Context: an optimization exercise on an open-source flow, tuned for small area. The choices shown serve that exercise and are no tape-out recipe.
Function was checked by simulation only, so behaviour that the tests miss may differ from the original.
Power is estimated from default activity; no workload was simulated.

$ cat config.mk
export PLATFORM = sky130hd
export DESIGN_NAME = vga_top
export DESIGN_NICKNAME = vga_top
export VERILOG_FILES = /design/flow/design.v
export SDC_FILE = /design/flow/constraint.sdc
export NUM_CORES = 4
export LEC_CHECK = 0
export CAP_MARGIN = 0
export CORE_MARGIN = 2
export CORE_UTILIZATION = 40
export SLEW_MARGIN = 0
$ cat constraint.sdc
create_clock -name core_clock -period 10.0 [get_ports {clk}]
set_input_delay 2.0000 -clock core_clock [delete_from_list [all_inputs] [get_ports {clk}]]
set_output_delay 2.0000 -clock core_clock [all_outputs]
set_load 0.01 [all_outputs]
$ cat design.v
module RAM_set (
    input  [4:0] c,
    input  [2:0] r,
    output [6:0] col
);
  reg [6:0] colr;
  always @(*) begin
    case ({c, r})
      8'd1: colr = 7'b0111110;
      8'd2: colr = 7'b1010001;
      8'd3: colr = 7'b1001001;
      8'd4: colr = 7'b1000101;
      8'd5: colr = 7'b0111110;
      8'd10: colr = 7'b1000010;
      8'd11: colr = 7'b1111111;
      8'd12: colr = 7'b1000000;
      8'd17: colr = 7'b1000010;
      8'd18: colr = 7'b1100001;
      8'd19: colr = 7'b1010001;
      8'd20: colr = 7'b1001001;
      8'd21: colr = 7'b1000110;
      8'd25: colr = 7'b0100010;
      8'd26: colr = 7'b1000001;
      8'd27: colr = 7'b1001001;
      8'd28: colr = 7'b1001001;
      8'd29: colr = 7'b0110110;
      8'd33: colr = 7'b0011000;
      8'd34: colr = 7'b0010100;
      8'd35: colr = 7'b0010010;
      8'd36: colr = 7'b1111111;
      8'd37: colr = 7'b0010000;
      8'd41: colr = 7'b0100111;
      8'd42: colr = 7'b1000101;
      8'd43: colr = 7'b1000101;
      8'd44: colr = 7'b1000101;
      8'd45: colr = 7'b0111001;
      8'd49: colr = 7'b0111110;
      8'd50: colr = 7'b1001001;
      8'd51: colr = 7'b1001001;
      8'd52: colr = 7'b1001001;
      8'd53: colr = 7'b0110010;
      8'd57: colr = 7'b1100001;
      8'd58: colr = 7'b0010001;
      8'd59: colr = 7'b0001001;
      8'd60: colr = 7'b0000101;
      8'd61: colr = 7'b0000011;
      8'd65: colr = 7'b0110110;
      8'd66: colr = 7'b1001001;
      8'd67: colr = 7'b1001001;
      8'd68: colr = 7'b1001001;
      8'd69: colr = 7'b0110110;
      8'd73: colr = 7'b0100110;
      8'd74: colr = 7'b1001001;
      8'd75: colr = 7'b1001001;
      8'd76: colr = 7'b1001001;
      8'd77: colr = 7'b0111110;
      8'd81: colr = 7'b1111100;
      8'd82: colr = 7'b0010010;
      8'd83: colr = 7'b0010001;
      8'd84: colr = 7'b0010010;
      8'd85: colr = 7'b1111100;
      8'd89: colr = 7'b1111111;
      8'd90: colr = 7'b1001001;
      8'd91: colr = 7'b1001001;
      8'd92: colr = 7'b1001001;
      8'd93: colr = 7'b0110110;
      8'd97: colr = 7'b0111110;
      8'd98: colr = 7'b1000001;
      8'd99: colr = 7'b1000001;
      8'd100: colr = 7'b1000001;
      8'd101: colr = 7'b0100010;
      8'd105: colr = 7'b1111111;
      8'd106: colr = 7'b1000001;
      8'd107: colr = 7'b1000001;
      8'd108: colr = 7'b1000001;
      8'd109: colr = 7'b0111110;
      8'd113: colr = 7'b1111111;
      8'd114: colr = 7'b1001001;
      8'd115: colr = 7'b1001001;
      8'd116: colr = 7'b1001001;
      8'd117: colr = 7'b1000001;
      8'd121: colr = 7'b1111111;
      8'd122: colr = 7'b0001001;
      8'd123: colr = 7'b0001001;
      8'd124: colr = 7'b0001001;
      8'd125: colr = 7'b0000001;
      8'd129: colr = 7'b0111110;
      8'd130: colr = 7'b1000001;
      8'd131: colr = 7'b1000001;
      8'd132: colr = 7'b1000001;
      8'd133: colr = 7'b0111110;
      8'd137: colr = 7'b1111111;
      8'd138: colr = 7'b0000010;
      8'd139: colr = 7'b0000100;
      8'd140: colr = 7'b0001000;
      8'd141: colr = 7'b1111111;
      8'd145: colr = 7'b0100110;
      8'd146: colr = 7'b1001001;
      8'd147: colr = 7'b1001001;
      8'd148: colr = 7'b1001001;
      8'd149: colr = 7'b0110010;
      8'd153: colr = 7'b1111111;
      8'd154: colr = 7'b0000010;
      8'd155: colr = 7'b0001100;
      8'd156: colr = 7'b0000010;
      8'd157: colr = 7'b1111111;
      8'd161: colr = 7'b0000001;
      8'd162: colr = 7'b0000001;
      8'd163: colr = 7'b1111111;
      8'd164: colr = 7'b0000001;
      8'd165: colr = 7'b0000001;
      8'd169: colr = 7'b1111111;
      8'd170: colr = 7'b0001001;
      8'd171: colr = 7'b0011001;
      8'd172: colr = 7'b0101001;
      8'd173: colr = 7'b1000110;
      8'd177: colr = 7'b0011111;
      8'd178: colr = 7'b0100000;
      8'd179: colr = 7'b1000000;
      8'd180: colr = 7'b0100000;
      8'd181: colr = 7'b0011111;
      default: colr = 7'b0000000;
    endcase
  end
  assign col = colr;
endmodule
module vga_top (
    input         clk,
    input         rst,
    input  [31:0] record,
    input  [ 6:0] state,
    output [ 3:0] red,
    output [ 3:0] green,
    output [ 3:0] blue,
    output        hs,
    output        vs
);
  reg [1:0] ph;
  reg [6:0] q;
  reg [2:0] r;
  reg [9:0] vv;
  reg       pix;
  reg       colr;
  wire step = (ph == 2'd1);
  wire hend = (q == 7'd119) && (r == 3'd2);
  wire rlast = (r == 3'd6);
  reg [2:0] rn;
  always @(*) begin
    case (r)
      3'd0: rn = 3'd1;
      3'd1: rn = 3'd2;
      3'd2: rn = 3'd3;
      3'd3: rn = 3'd4;
      3'd4: rn = 3'd5;
      3'd5: rn = 3'd6;
      3'd6: rn = 3'd0;
      3'd7: rn = 3'd0;
    endcase
  end
  always @(posedge clk or negedge rst)
    if (!rst) ph <= 2'd0;
    else ph <= ph + 2'd1;
  always @(posedge clk or negedge rst)
    if (!rst) begin
      q <= 7'd5;
      r <= 3'd1;
    end else if (step) begin
      if (hend) begin
        q <= 7'd5;
        r <= 3'd1;
      end else begin
        if (rlast) q <= q + 7'd1;
        r <= rn;
      end
    end
  always @(posedge clk or negedge rst)
    if (!rst) vv <= 10'd0;
    else if (step) begin
      if (vv == 10'd524) vv <= 10'd0;
      else if (hend) vv <= vv + 10'd1;
    end
  assign hs = (q > 7'd18) || (q == 7'd18 && r == 3'd6);
  assign vs = (vv >= 10'd2);
  wire vin = (vv >= 10'd35) && (vv <= 10'd41);
  wire recslot = (q >= 7'd40) && (q <= 7'd47);
  wire wslot = (q >= 7'd50) && (q <= 7'd59);
  reg [3:0] nib;
  always @(*) begin
    case (q[2:0])
      3'd0: nib = record[31:28];
      3'd1: nib = record[27:24];
      3'd2: nib = record[23:20];
      3'd3: nib = record[19:16];
      3'd4: nib = record[15:12];
      3'd5: nib = record[11:8];
      3'd6: nib = record[7:4];
      3'd7: nib = record[3:0];
    endcase
  end
  reg [2:0] row;
  always @(*) begin
    case (vv[2:0])
      3'd3: row = 3'd0;
      3'd4: row = 3'd1;
      3'd5: row = 3'd2;
      3'd6: row = 3'd3;
      3'd7: row = 3'd4;
      3'd0: row = 3'd5;
      3'd1: row = 3'd6;
      3'd2: row = 3'd7;
    endcase
  end
  wire [6:0] col;
  RAM_set u_font (
      .c  ({1'b0, nib}),
      .r  (r),
      .col(col)
  );
  reg [3:0] cls;
  always @(*) begin
    case (state)
      7'b1100010: cls = 4'd0;
      7'b1000001: cls = 4'd1;
      7'b0110010: cls = 4'd2;
      7'b0010001: cls = 4'd3;
      7'b0001001: cls = 4'd4;
      7'b0101010: cls = 4'd5;
      7'b0101011: cls = 4'd6;
      7'b0101100: cls = 4'd7;
      default: cls = 4'd15;
    endcase
  end
  reg [6:0] wcol;
  always @(*) begin
    case ({cls, q, r})
      14'd401: wcol = 7'b1111100;
      14'd402: wcol = 7'b0010010;
      14'd403: wcol = 7'b0010001;
      14'd404: wcol = 7'b0010010;
      14'd405: wcol = 7'b1111100;
      14'd417: wcol = 7'b0111110;
      14'd418: wcol = 7'b1000001;
      14'd419: wcol = 7'b1000001;
      14'd420: wcol = 7'b1000001;
      14'd421: wcol = 7'b0111110;
      14'd425: wcol = 7'b1111111;
      14'd426: wcol = 7'b0000010;
      14'd427: wcol = 7'b0000100;
      14'd428: wcol = 7'b0001000;
      14'd429: wcol = 7'b1111111;
      14'd1425: wcol = 7'b1111100;
      14'd1426: wcol = 7'b0010010;
      14'd1427: wcol = 7'b0010001;
      14'd1428: wcol = 7'b0010010;
      14'd1429: wcol = 7'b1111100;
      14'd1441: wcol = 7'b0111110;
      14'd1442: wcol = 7'b1000001;
      14'd1443: wcol = 7'b1000001;
      14'd1444: wcol = 7'b1000001;
      14'd1445: wcol = 7'b0111110;
      14'd1449: wcol = 7'b1111111;
      14'd1450: wcol = 7'b0001001;
      14'd1451: wcol = 7'b0001001;
      14'd1452: wcol = 7'b0001001;
      14'd1453: wcol = 7'b0000001;
      14'd1457: wcol = 7'b1111111;
      14'd1458: wcol = 7'b0001001;
      14'd1459: wcol = 7'b0001001;
      14'd1460: wcol = 7'b0001001;
      14'd1461: wcol = 7'b0000001;
      14'd2449: wcol = 7'b0100110;
      14'd2450: wcol = 7'b1001001;
      14'd2451: wcol = 7'b1001001;
      14'd2452: wcol = 7'b1001001;
      14'd2453: wcol = 7'b0110010;
      14'd2465: wcol = 7'b0111110;
      14'd2466: wcol = 7'b1000001;
      14'd2467: wcol = 7'b1000001;
      14'd2468: wcol = 7'b1000001;
      14'd2469: wcol = 7'b0111110;
      14'd2473: wcol = 7'b1111111;
      14'd2474: wcol = 7'b0000010;
      14'd2475: wcol = 7'b0000100;
      14'd2476: wcol = 7'b0001000;
      14'd2477: wcol = 7'b1111111;
      14'd3473: wcol = 7'b0100110;
      14'd3474: wcol = 7'b1001001;
      14'd3475: wcol = 7'b1001001;
      14'd3476: wcol = 7'b1001001;
      14'd3477: wcol = 7'b0110010;
      14'd3489: wcol = 7'b0111110;
      14'd3490: wcol = 7'b1000001;
      14'd3491: wcol = 7'b1000001;
      14'd3492: wcol = 7'b1000001;
      14'd3493: wcol = 7'b0111110;
      14'd3497: wcol = 7'b1111111;
      14'd3498: wcol = 7'b0001001;
      14'd3499: wcol = 7'b0001001;
      14'd3500: wcol = 7'b0001001;
      14'd3501: wcol = 7'b0000001;
      14'd3505: wcol = 7'b1111111;
      14'd3506: wcol = 7'b0001001;
      14'd3507: wcol = 7'b0001001;
      14'd3508: wcol = 7'b0001001;
      14'd3509: wcol = 7'b0000001;
      14'd4497: wcol = 7'b1111111;
      14'd4498: wcol = 7'b0000010;
      14'd4499: wcol = 7'b0001100;
      14'd4500: wcol = 7'b0000010;
      14'd4501: wcol = 7'b1111111;
      14'd4513: wcol = 7'b0111110;
      14'd4514: wcol = 7'b1000001;
      14'd4515: wcol = 7'b1000001;
      14'd4516: wcol = 7'b1000001;
      14'd4517: wcol = 7'b0111110;
      14'd4521: wcol = 7'b1111111;
      14'd4522: wcol = 7'b0001001;
      14'd4523: wcol = 7'b0001001;
      14'd4524: wcol = 7'b0001001;
      14'd4525: wcol = 7'b0000001;
      14'd4529: wcol = 7'b1111111;
      14'd4530: wcol = 7'b0001001;
      14'd4531: wcol = 7'b0001001;
      14'd4532: wcol = 7'b0001001;
      14'd4533: wcol = 7'b0000001;
      14'd5521: wcol = 7'b1111111;
      14'd5522: wcol = 7'b0000010;
      14'd5523: wcol = 7'b0001100;
      14'd5524: wcol = 7'b0000010;
      14'd5525: wcol = 7'b1111111;
      14'd5537: wcol = 7'b0111110;
      14'd5538: wcol = 7'b1000001;
      14'd5539: wcol = 7'b1000001;
      14'd5540: wcol = 7'b1000001;
      14'd5541: wcol = 7'b0111110;
      14'd5545: wcol = 7'b1111111;
      14'd5546: wcol = 7'b0000010;
      14'd5547: wcol = 7'b0000100;
      14'd5548: wcol = 7'b0001000;
      14'd5549: wcol = 7'b1111111;
      14'd6545: wcol = 7'b1111111;
      14'd6546: wcol = 7'b0000010;
      14'd6547: wcol = 7'b0001100;
      14'd6548: wcol = 7'b0000010;
      14'd6549: wcol = 7'b1111111;
      14'd6561: wcol = 7'b0111110;
      14'd6562: wcol = 7'b1000001;
      14'd6563: wcol = 7'b1000001;
      14'd6564: wcol = 7'b1000001;
      14'd6565: wcol = 7'b0111110;
      14'd6569: wcol = 7'b1111111;
      14'd6570: wcol = 7'b0000010;
      14'd6571: wcol = 7'b0000100;
      14'd6572: wcol = 7'b0001000;
      14'd6573: wcol = 7'b1111111;
      14'd6585: wcol = 7'b0100110;
      14'd6586: wcol = 7'b1001001;
      14'd6587: wcol = 7'b1001001;
      14'd6588: wcol = 7'b1001001;
      14'd6589: wcol = 7'b0110010;
      14'd6593: wcol = 7'b0000001;
      14'd6594: wcol = 7'b0000001;
      14'd6595: wcol = 7'b1111111;
      14'd6596: wcol = 7'b0000001;
      14'd6597: wcol = 7'b0000001;
      14'd6601: wcol = 7'b1111100;
      14'd6602: wcol = 7'b0010010;
      14'd6603: wcol = 7'b0010001;
      14'd6604: wcol = 7'b0010010;
      14'd6605: wcol = 7'b1111100;
      14'd6609: wcol = 7'b1111111;
      14'd6610: wcol = 7'b0001001;
      14'd6611: wcol = 7'b0011001;
      14'd6612: wcol = 7'b0101001;
      14'd6613: wcol = 7'b1000110;
      14'd6617: wcol = 7'b0000001;
      14'd6618: wcol = 7'b0000001;
      14'd6619: wcol = 7'b1111111;
      14'd6620: wcol = 7'b0000001;
      14'd6621: wcol = 7'b0000001;
      14'd7569: wcol = 7'b1111111;
      14'd7570: wcol = 7'b0000010;
      14'd7571: wcol = 7'b0001100;
      14'd7572: wcol = 7'b0000010;
      14'd7573: wcol = 7'b1111111;
      14'd7585: wcol = 7'b0111110;
      14'd7586: wcol = 7'b1000001;
      14'd7587: wcol = 7'b1000001;
      14'd7588: wcol = 7'b1000001;
      14'd7589: wcol = 7'b0111110;
      14'd7593: wcol = 7'b1111111;
      14'd7594: wcol = 7'b0000010;
      14'd7595: wcol = 7'b0000100;
      14'd7596: wcol = 7'b0001000;
      14'd7597: wcol = 7'b1111111;
      14'd7609: wcol = 7'b1111111;
      14'd7610: wcol = 7'b0000010;
      14'd7611: wcol = 7'b0001100;
      14'd7612: wcol = 7'b0000010;
      14'd7613: wcol = 7'b1111111;
      14'd7617: wcol = 7'b0111110;
      14'd7618: wcol = 7'b1000001;
      14'd7619: wcol = 7'b1000001;
      14'd7620: wcol = 7'b1000001;
      14'd7621: wcol = 7'b0111110;
      14'd7625: wcol = 7'b0011111;
      14'd7626: wcol = 7'b0100000;
      14'd7627: wcol = 7'b1000000;
      14'd7628: wcol = 7'b0100000;
      14'd7629: wcol = 7'b0011111;
      14'd7633: wcol = 7'b1111111;
      14'd7634: wcol = 7'b1001001;
      14'd7635: wcol = 7'b1001001;
      14'd7636: wcol = 7'b1001001;
      14'd7637: wcol = 7'b1000001;
      default: wcol = 7'b0000000;
    endcase
  end
  wire fbit = vin && (recslot ? col[row] : wslot && wcol[row]);
  always @(posedge clk)
    if (ph[1] || !wslot) pix <= fbit;
  always @(posedge clk or negedge rst)
    if (!rst) colr <= 1'b0;
    else if (step) colr <= pix;
  assign red = {4{colr}};
  assign green = {4{colr}};
  assign blue = {4{colr}};
endmodule
$ cat flow/run.sh
#!/bin/bash
# Own layout flow: the standard ORFS flow (standard.sh, synth_recipe.tcl)
# with these changes:
#  - synthesis maps the logic with an area-oriented ABC script (flow/area.abc)
#    instead of ORFS's speed script, and leaves adders as plain gates for ABC
#    (no extract_fa); the rest of synthesis is the standard flow's synth_recipe.tcl
#    (same registers, flatten and rename);
#  - port buffers are buf_1 cells;
#  - CTS without dummy loads, with small clock buffers.
# Each step's full output goes to log_<step>.txt in the work folder.
set -uo pipefail
W=$PWD
{
  echo 'proc abc {args} {'
  echo '  set i [lsearch -exact $args -script]'
  echo '  if {$i >= 0} { set args [lreplace $args [expr {$i + 1}] [expr {$i + 1}] $::env(OWN_ABC_SCRIPT)] }'
  echo '  yosys abc {*}$args'
  echo '}'
  echo 'proc extract_fa {args} { puts "extract_fa skipped" }'
  cat "$W/synth_recipe.tcl"
} > "$W/own_synth.tcl"
sed -E "s#'?SYNTH_SCRIPT=[^ ]*#SYNTH_SCRIPT=$W/own_synth.tcl#" "$W/standard.sh" > "$W/own_standard.sh"
export OWN_ABC_SCRIPT="$W/flow/area.abc"
export BUFFER_PORTS_ARGS="-buffer_cell sky130_fd_sc_hd__buf_1"
export CTS_ARGS="-sink_clustering_enable -repair_clock_nets -dont_use_dummy_load -buf_list sky130_fd_sc_hd__clkbuf_4 -sink_clustering_size 30 -sink_clustering_max_diameter 100"
for t in synth floorplan place cts route finish; do
  echo "== $t"
  if ! bash "$W/own_standard.sh" "$t" > "$W/log_$t.txt" 2>&1; then
    echo "step $t failed"
    tail -40 "$W/log_$t.txt"
    exit 1
  fi
done
ls -l "$W/out"
$ cat flow/area.abc
strash
&get -n
&deepsyn -T 240
&put
dch -f
amap
topo
$ cat standard.sh
#!/bin/bash
# synth_recipe.tcl (not shown) runs the flow's synth.tcl, then flattens the netlist and writes it again
# the make line also repeats each setting of config.mk as NAME=value (left out here)
make -C /OpenROAD-flow-scripts/flow DESIGN_CONFIG=/design/flow/config.mk WORK_HOME=/design/flow/orfs CLKGATE_MAP_FILE= SYNTH_SCRIPT=/design/flow/synth_recipe.tcl "${@:-finish}"
==> results.py <==
metrics = {
    "outcome": {
        "status": "complete, no violations",
    },
    "clock_tree": {
        "htree_num_levels": 1,
        "cts_tree": "built",
        "clk_latency_ns": 0.30,
        "cts_hold_buf": 0,
        "cts.clk_slew.worst_paths_ns": 0.12,
        "clockRootBuffer": "clkbuf_4",
        "post_cts_buffers": 0,
        "cts_buffer_depth": 2,
        "numCtsBuffers": 3,
        "cts_sinks": 24,
        "cts_resized": 0,
    },
    "drt": {
        "via_count": 2748,
        "drc": 0,
        "wl_um": 7090,
        "via_per_inst": 5.773,
        "antenna_left": 0,
        "drtIter0Drc": 315,
        "dr.pass1.iters": 5,
        "routedWlPerCell_um": 14.89,
    },
    "floorplan": {
        "die_h_um": 80.36,
        "rows": 27,
        "die_area_um2": 6458,
        "core_area_um2": 5574,
        "pin_count": 55,
        "die_w_um": 80.36,
        "start_util_pct": 41.84,
    },
    "final_layout": {
        "multiInputGateArea_um2": 1393,
        "seqCellArea_um2": 609.3,
        "num_antenna_cells": 0,
        "nFillCells": 601,
        "drive_above_1_share_pct": 1.980,
        "utilization_pct": 46.15,
        "area_delta_synth_final_pct": 10.30,
        "design_area_um2": 2572,
        "num-nets-final": 447,
    },
    "logic_synthesis": {
        "synth_ff_type": "dfrtp_1",
        "netlist_area_um2": 2332,
        "synth_top_cell_area_share_pct": 21.46,
        "yosys-top-cells-area": "dfrtp_1, nor2_1, clkinv_1",
        "avgSynthCellArea_um2": 6.533,
        "synth-async-reset-ratio_pct": 95.83,
        "yosysWarnings": 2,
        "ys_seq_elements": 24,
        "syn-instance-count": 357,
        "ys_types": 42,
        "synth_edf_count": 1,
        "syn-num-nets": 398,
        "yosysTopAreaCell": "dfrtp_1",
        "yosysSeqAreaShare_pct": 26.13,
    },
    "global_routing": {
        "grt_pass1_vias": 2588,
        "overflow": 0,
        "grt_usage_pct": 22.85,
        "met2_usage_pct": 38.92,
        "busiest_layer": "met2",
        "grt_pass1_wl_um": 11850,
        "met3_usage_pct": 2.360,
        "antenna_found_initial": 0,
        "gr-usage-met1_pct": 30.11,
        "grt_max_degree": 24,
    },
    "pwr": {
        "powerDensity_nw_per_um2": 62.23,
        "irDropWorstVdd_mv": 0.07632,
        "power.leakage_uw": 0.0008917,
    },
    "job": {
        "drv_cap": 0,
    },
    "critical_path": {
        "worstPathArrival_ns": 5.39,
        "cp-start-kind": "input port",
        "cp.required_ns": 10.16,
        "cp_max_fo": 6,
        "path_class": "input port to register",
        "crit_path_end_kind": "register",
    },
    "timing": {
        "hold_viol": 0,
        "relSlewSlack_pct": 38.53,
        "slew_viol_final": 0,
        "fmax_mhz": 190.9,
        "hold_ws_ns": 0.4986,
        "fin_crit_sh_pct": 52.38,
        "worst_pin_slew_ns": 0.9102,
        "rsz0062_at_grt": "no",
        "setup_tns_ns": 0,
        "fin_worst_skew_ns": 0.003164,
        "min_period_ns": 5.238,
        "finalSetupViolations": 0,
    },
    "hold_path": {
        "hold_path.class": "register to register",
    },
    "placed_design": {
        "dpl-instance-area_um2": 2550,
        "portBuffers": 54,
        "dp_hpwl_um": 5642,
        "gp_congestion": 0.9328,
    },
}
[report_power, final]
| group | switching, uW | leakage [uW] | internal (uW) | total (uW) |
|---|---|---|---|---|
| clock | 26.4 | 0.0000138 | 14.1 | 40.5 |
| sequential | 0 | 0.000314 | 97.6 | 97.6 |
| combinational | 13.7 | 0.000564 | 8.30 | 22.0 |
[metal layers]
metal / up-vias / wire length (um)
met5: - / 0
met4: 0 / 155
li1: 1355 / -
met2: 141 / 3222
met3: 18 / 507
met1: 1234 / 3205
[registers in the layout, summed over array words and instances, names as in the netlist]
| signal | flops |
|---|---|
| r | 3 |
| ph | 2 |
| vv | 10 |
| q | 7 |
| pix | 1 |
| colr | 1 |
[synth_stat cells, drive strengths merged, types with 2 or more instances]
| master | number |
|---|---|
| nor3 | 19 |
| o22a | 3 |
| a211oi | 7 |
| nor4 | 4 |
| o32ai | 2 |
| dfrtp | 20 |
| dfstp | 3 |
| a32o | 2 |
| clkinv | 64 |
| o21a | 4 |
| o31ai | 3 |
| a2111oi | 3 |
| a31oi | 5 |
| a21oi | 25 |
| nand3 | 7 |
| o21ai | 16 |
| or3 | 7 |
| a2111o | 2 |
| nor2 | 74 |
| o2111ai | 2 |
| nand2 | 33 |
| buf | 12 |
| a221oi | 2 |
| o221ai | 7 |
| o211ai | 3 |
| o41ai | 4 |
| nand4 | 2 |
| o221a | 3 |
| and3 | 6 |
[metrics by stage]
step                power [uW]  setup WS [ns]  cells
finish                   160.1          4.762    476
global route             170.6          4.153    476
CTS                      162.4          4.810    476
detailed placement       121.2          4.487    473
global placement         121.3          4.578    473
floorplan                109.8          5.151    357
[cell usage in the layout, fill, tap and decap left out, drive strengths merged, types with 4 or more instances in the layout]
cell type,n
buf,56
nor3,19
nor4,4
or3,7
clkinv,64
o221ai,7
dfrtp,20
o21ai,16
a31oi,5
nor2,74
a211oi,7
and3,6
o41ai,4
nand3,7
a21oi,25
o21a,4
nand2,33
[critical path, stage by stage]
cell       delay, ns
buf_1           0.07
and3_1          0.17
o41ai_1         0.84
clkinv_1        0.37
nor2_1          0.40
nor2_1          0.14
nor2_1          0.16
nand2_1         0.10
a21oi_1         0.14
nor4_1          0.07
nor2b_1         0.15
a2111oi_0       0.30
a31oi_1         0.08
o21ai_0         0.18
a21oi_1         0.09
nor3_1          0.12
[logic make-up after synthesis]
| group | count (synthesis) | share of synthesized area, % |
|---|---|---|
| AOI/OAI and AO/OA | 102 | 30.96 |
| buffers and inverters | 76 | 14.16 |
| DFF | 24 | 26.13 |
| and+or+nand+nor | 155 | 28.76 |
[path summary, 6_finish.rpt]
path / from / end / slack (ns) / cells past startpoint
min reg2reg: ph[0] / ph[0] / 0.50 / 1
max reg2reg: q[1] / pix / 5.48 / 16
max in group asynchronous: rst / r[0] / 8.08 / 2
max: record[9] / pix / 4.76 / 16
min in group asynchronous: rst / ph[0] / 1.64 / 2
min: ph[0] / ph[0] / 0.50 / 1
[area by class of cell]
type                       instances  area share [%]
tap                               72           3.502
multi-input combinational        257           54.13
clock buffer                       3          0.8755
inverter                          64           9.338
timing repair buffer              56           8.463
sequential                        24           23.69

-- what the ideal ports hide --
In the flow no input, the clock included, has a driving cell. The finished layout below was timed again as built, in two steps.
Step 1 (the two cells are an assumption about what drives the block):
set clk [get_ports {clk}]
set_driving_cell -lib_cell sky130_fd_sc_hd__clkbuf_16 $clk
set_driving_cell -lib_cell sky130_fd_sc_hd__buf_2 [delete_from_list [all_inputs] $clk]
Step 2 moves the port delays by t, midway between the first and last clock arrival at a register: inputs arrive t later, outputs are due t later. That takes back most of the time a late clock gives input paths.
a / b / c = no drivers / after step 1 / after step 2; a / b = the first two.
t (ns): 0.323
setup WS [ns]: 4.762 / 4.762 / 4.440
hold slack, ns: 0.499 / 0.499 / 0.499
cell pins on the clock port's net: 1
After both steps setup and hold are still met in this run. The setup slack of this run moves by 0.000 ns with the drivers and by -0.322 ns with both steps.
